This is an optimization exercise on Yosys and OpenROAD, whose aim is small area and a short achievable clock period, not a production implementation. Function was checked by simulation only, so behaviour that the tests miss may differ from the original.

===== flow/config.mk =====
export PLATFORM = sky130hd
export DESIGN_NAME = multiplier_comb_reg
export DESIGN_NICKNAME = multiplier_comb_reg
export VERILOG_FILES = /design/flow/design.v
export SDC_FILE = /design/flow/constraint.sdc
export NUM_CORES = 4
export LEC_CHECK = 0
export CAP_MARGIN = 20
export CORE_MARGIN = 2
export CORE_UTILIZATION = 40
export SLEW_MARGIN = 20

===== flow/constraint.sdc =====
create_clock -name core_clock -period 44.0 [get_ports {CLK_i}]
set_input_delay 8.8000 -clock core_clock [delete_from_list [all_inputs] [get_ports {CLK_i}]]
set_output_delay 8.8000 -clock core_clock [all_outputs]
set_load 0.01 [all_outputs]

===== flow/design.v =====
`timescale 1ns / 1ps
module multiplier_comb_reg (
    input  logic        CLK_i,
    input  logic [31:0] DIN1_i,
    input  logic [31:0] DIN2_i,
    output logic [63:0] DOUT_o
);
    logic [31:0] din1_q;
    logic [31:0] din2_q;
    logic [63:0] prod;
    always_ff @(posedge CLK_i) begin
        din1_q <= DIN1_i;
        din2_q <= DIN2_i;
        DOUT_o <= prod;
    end
    multiplier_comb u_mult (
        .DIN1_i ( din1_q ),
        .DIN2_i ( din2_q ),
        .DOUT_o ( prod   )
    );
endmodule

`timescale 1ns / 1ps
module multiplier_comb (
    input  logic [31:0] DIN1_i,
    input  logic [31:0] DIN2_i,
    output logic [63:0] DOUT_o
);
    logic [0:31][32:0] rca_in1;
    logic [0:31][32:0] rca_in2;
    logic [0:31][32:0] rca_out;
    logic [0:31]       c_in;
    logic [0:31]       c_out;
    logic [63:0] data_out;
    genvar i;
    generate
        for (i = 0; i < 32; i++) begin : adders
            adder_RCA_33b adder (
                .C_i     ( c_in[i]    ),
                .A_33b_i ( rca_in1[i] ),
                .B_33b_i ( rca_in2[i] ),
                .S_33b_o ( rca_out[i] ),
                .C_o     ( c_out[i]   )           
            );
        end
    endgenerate
    generate
        for (i = 0; i < 31; i++) begin
            assign c_in[i] = 1'b0;
            assign rca_in1[i] = (DIN2_i[i]) ? {DIN1_i[31], DIN1_i} : 33'b0;
            assign rca_in2[i + 1] = {rca_out[i][32], rca_out[i][32:1]};
            assign data_out[i] = rca_out[i][0];
        end
    endgenerate
    assign rca_in2[0] = 33'b0;
    assign rca_in1[31] = (DIN2_i[31]) ? ~{DIN1_i[31], DIN1_i} : 33'b0;       
    assign c_in[31] = DIN2_i[31];                                            
    assign data_out[63:31] = rca_out[31];
    assign DOUT_o = data_out;
endmodule
module adder_RCA_33b(
        input  logic        C_i,
        input  logic [32:0] A_33b_i,
        input  logic [32:0] B_33b_i,
        output logic [32:0] S_33b_o,
        output logic        C_o
    );
    logic [32:0] carry_out;
    logic [32:0] carry_in;
    assign C_o = carry_out[32];
    assign carry_in = {carry_out[31:0], C_i};
    genvar k;
    generate
        for (k = 0; k <= 32; k++) begin : adders
            carry_adder fa (
                carry_in[k], 
                A_33b_i[k], 
                B_33b_i[k], 
                S_33b_o[k], 
                carry_out[k]
            );
        end
    endgenerate
endmodule
module carry_adder(
        input  logic C_i,
        input  logic A_i,
        input  logic B_i,
        output logic S_o,
        output logic C_o
    );
    logic and1;
    logic and2;
    logic xor1;
    logic xor2;
    assign and1 = A_i & B_i;
    assign xor1 = A_i ^ B_i;
    assign and2 = C_i & xor1;
    assign S_o  = C_i ^ xor1;
    assign C_o  = and1 | and2;
endmodule

===== flow/run.sh =====
#!/bin/bash
# synth_recipe.tcl (not shown) runs the flow's synth.tcl, then flattens the netlist and writes it again
# the make line also repeats each setting of config.mk as NAME=value (left out here)
make -C /OpenROAD-flow-scripts/flow DESIGN_CONFIG=/design/flow/config.mk WORK_HOME=/design/flow/orfs CLKGATE_MAP_FILE= SYNTH_SCRIPT=/design/flow/synth_recipe.tcl finish

==> impl_results.md <==
- GR peak layer: met2
- GRT Util Overall: 0.1461
- DRC violations left: 0
- Mean Syn Cell Area: approximately 12 µm²
- Final Hold Vio Count: 0
- Ports: 129
- Post-synth top cells: fa_1 (963), and2_1 (910), dfxtp_1 (128)
- Initial DRC Count: 341
- Critical setup path kind: flop to flop
- Sequential area share after synthesis: 0.08605
- Vias: between 15000 and 20000
- Bufs and invs on worst path: 2
- Avg WL per Cell: between 10 and 15 µm
- Skew-Pair Late Insertion Delay: 500 ps
- Slowest-stage cell, CP: fa_2
- CORE AREA: 0.07407 mm²
- Clock buffer depth: 2
- CP most frequent cell: fa_1
- Max cap viols: 0
- Die W: ~280 µm
- Setup slack after layout: approximately 1300 ps
- Startpoint types: flop
- Clock skew: approximately 25 ps
- DRT Pass-1 Iters: 4
- Clk root buf: clkbuf_16
- Finished Cell Area: 0.03308 mm²
- Placer congestion estimate: ~0.73
- Largest stage delay, worst path: 600 ps
- Seq cells post-synth: 128
- Chip height: 276.8 µm
- Hold WC Path Type: flop to flop
- Dpl hpwl: approximately 41 mm
- CTS tree: done
- Post-Place Cell Area: about 0.031 mm²
- Max Slew Vio Count: 0
- Place WS: 15.11 ps
- Post-Syn Nets: around 3500
- Synth async-reset ratio: 0
- TritonCTS sink count: ~130
- Min Clock Period, post-route: between 40000 and 50000 ps
- Final Net Count: around 3500
- CP required: about 44000 ps
- TritonCTS Buffers: 17
- Warnings from Yosys: 1
- Layout cells sized above 1: 0.1875
- Status: no timing/DRC/antenna violations
- Vias in the first global route: 19180
- Top-area cell type share of the netlist area: 0.6474
- Post-Syn Instances: 2436
- CTS H-tree depth: 4
- Post-Syn Area: 0.02978 mm²
- Reg2reg setup slack: 1250 ps
- Initial antenna violation count: 0
- Fmax: about 23 MHz
- Hold_buf cts: 0
- Area growth, synth to finish: 11.08%
- Top-count cell post-synth: fa_1
- Count of input and output buffers: ~130
- Routing usage on met3: 0.01949
- Ys flop type: dfxtp_1
- Global route total overflow: 0
- Detail Route Antenna Nets: 0
- Die area: between 0.07 and 0.08 mm²
- Final TNS setup: 0 ps
- Worst-Margin Slew: about 960 ps
- Row count: 100
- First-pass GRT wire length: 94.61 mm
- Period utilization: 0.9715
- Initial Util: 0.4020
- Final WL: approximately 47 mm
- Top cells by area, synth: fa_1 (65%), and2_1 (19%), dfxtp_1 (8.6%), clkbuf_2 (1.9%), ha_1 (1.3%)
- Worst Hold Margin: 666.1 ps
- Yosys top cell by area: fa_1
- Met2 Usage GRT: 0.2547
- Crit path max-delay family: adder cells
- Clock transition at path regs: 70 ps
- Via/cell ratio: 4.642
- Final setup fails: 0
- Unique cell type count in the Yosys netlist: 13
- Slew margin rel.: 0.3576
- Worst-path maximum fanout: 2
- EDFF count, synth: 0
- GRT met1 Usage: 0.1935
- Largest net degree at the start of global routing: 35
- Crit path capture type: flop
- Worst Path Arrival: 43100 ps
-- metrics by stage --
| step | util | std cells |
|---|---|---|
| 6_report | 0.4466 | 3391 |
| 5_1_grt | 0.4465 | 3390 |
| 4_1_cts | 0.4328 | 3390 |
| 3_5_place_dp | 0.4242 | 3358 |
| 3_3_place_gp | 0.4242 | 3358 |
| 2_1_floorplan | - | 2436 |
-- state kept, by name, summed over array words and instances (netlist names) --
signal and flops:
din1_q 32, din2_q 32, DOUT_o 64
-- worst min-delay path: cells and delay by family, from the launching register on --
| kind | cells | cell delay (ps) |
|---|---|---|
| fa+ha+maj | 1 | 160 |
| flops | 1 | 330 |
| simple gates | 1 | 130 |
-- path summary, 6_finish.rpt --
path / from / endpoint / cells past startpoint
setup / recovery: din1_q[1]$_DFF_P_ / DOUT_o[62]$_DFF_P_ / 95
setup reg to reg: din1_q[1]$_DFF_P_ / DOUT_o[62]$_DFF_P_ / 95
hold / removal: din1_q[0]$_DFF_P_ / DOUT_o[1]$_DFF_P_ / 2
hold reg to reg: din1_q[0]$_DFF_P_ / DOUT_o[1]$_DFF_P_ / 2
-- timing repair --
item,4_1_cts,5_1_grt
setup buffers,0,0
setup endpoints to repair,1,5
pin swaps,0,1
gates resized for setup,1,408
cloned,0,0
-- cells by family after synthesis --
| kind of cell | share of synthesized area |
|---|---|
| adders and majority gates | 0.6600 |
| buffers and inverters | 0.04517 |
| DFF | 0.08605 |
| and+or+nand+nor | 0.2087 |
-- cell type report --
| type | count | area (µm²) |
|---|---|---|
| clock inverter | 14 | 201.4 |
| fill | 6762 | 40990 |
| sequential | 128 | 2567 |
| clock buffer | 18 | 429.2 |
| antenna | 1 | 2.502 |
| tap | 969 | 1212 |
| inverter | 96 | 360.3 |
| multi-input combinational | 2019 | 26880 |
| timing repair buffer | 146 | 1429 |
-- cells in the final DEF, fill, tap and decap left out, drive strengths merged --
cell | netlist | routed
nand2b | 28 | 28
clkbuf | 114 | 18
ha | 30 | 30
bufinv | 0 | 4
clkdlybuf4s50 | 0 | 128
nand2 | 83 | 83
clkinvlp | 0 | 1
inv | 96 | 102
or2b | 4 | 4
clkinv | 0 | 3
fa | 963 | 963
nor2b | 1 | 1
dfxtp | 128 | 128
and2 | 910 | 910
buf | 79 | 18
diode | 0 | 1
-- routing by layer --
layer	vias up	routed length (µm)
met4	0	743
met5	-	0
met1	8593	19450
met3	33	785
met2	92	26300
li1	7024	-

static timing again, ports no longer ideal:
In the flow no input, the clock included, has a driving cell. The finished layout below was timed again as built, in two steps.
Step 1 assumes that a clkbuf_16 drives the clock port and a buf_2 every other input.
Step 2 moves the port delays by t, midway between the first and last clock arrival at a register: inputs arrive t later, outputs are due t later. That takes back most of the time a late clock gives input paths.
Slacks: ideal ports / drivers / drivers and shift; pairs: ideal ports / drivers.
shift t [ns]: 0.546
setup slack, ns: 1.254 / 1.254 / 1.254
worst setup path after step 2: register to register
pins driven straight from the clock port: 1
After both steps setup and hold are still met in this run. For this run, drivers alone change the setup slack by 0.000 ns; drivers and shift together by 0.000 ns.
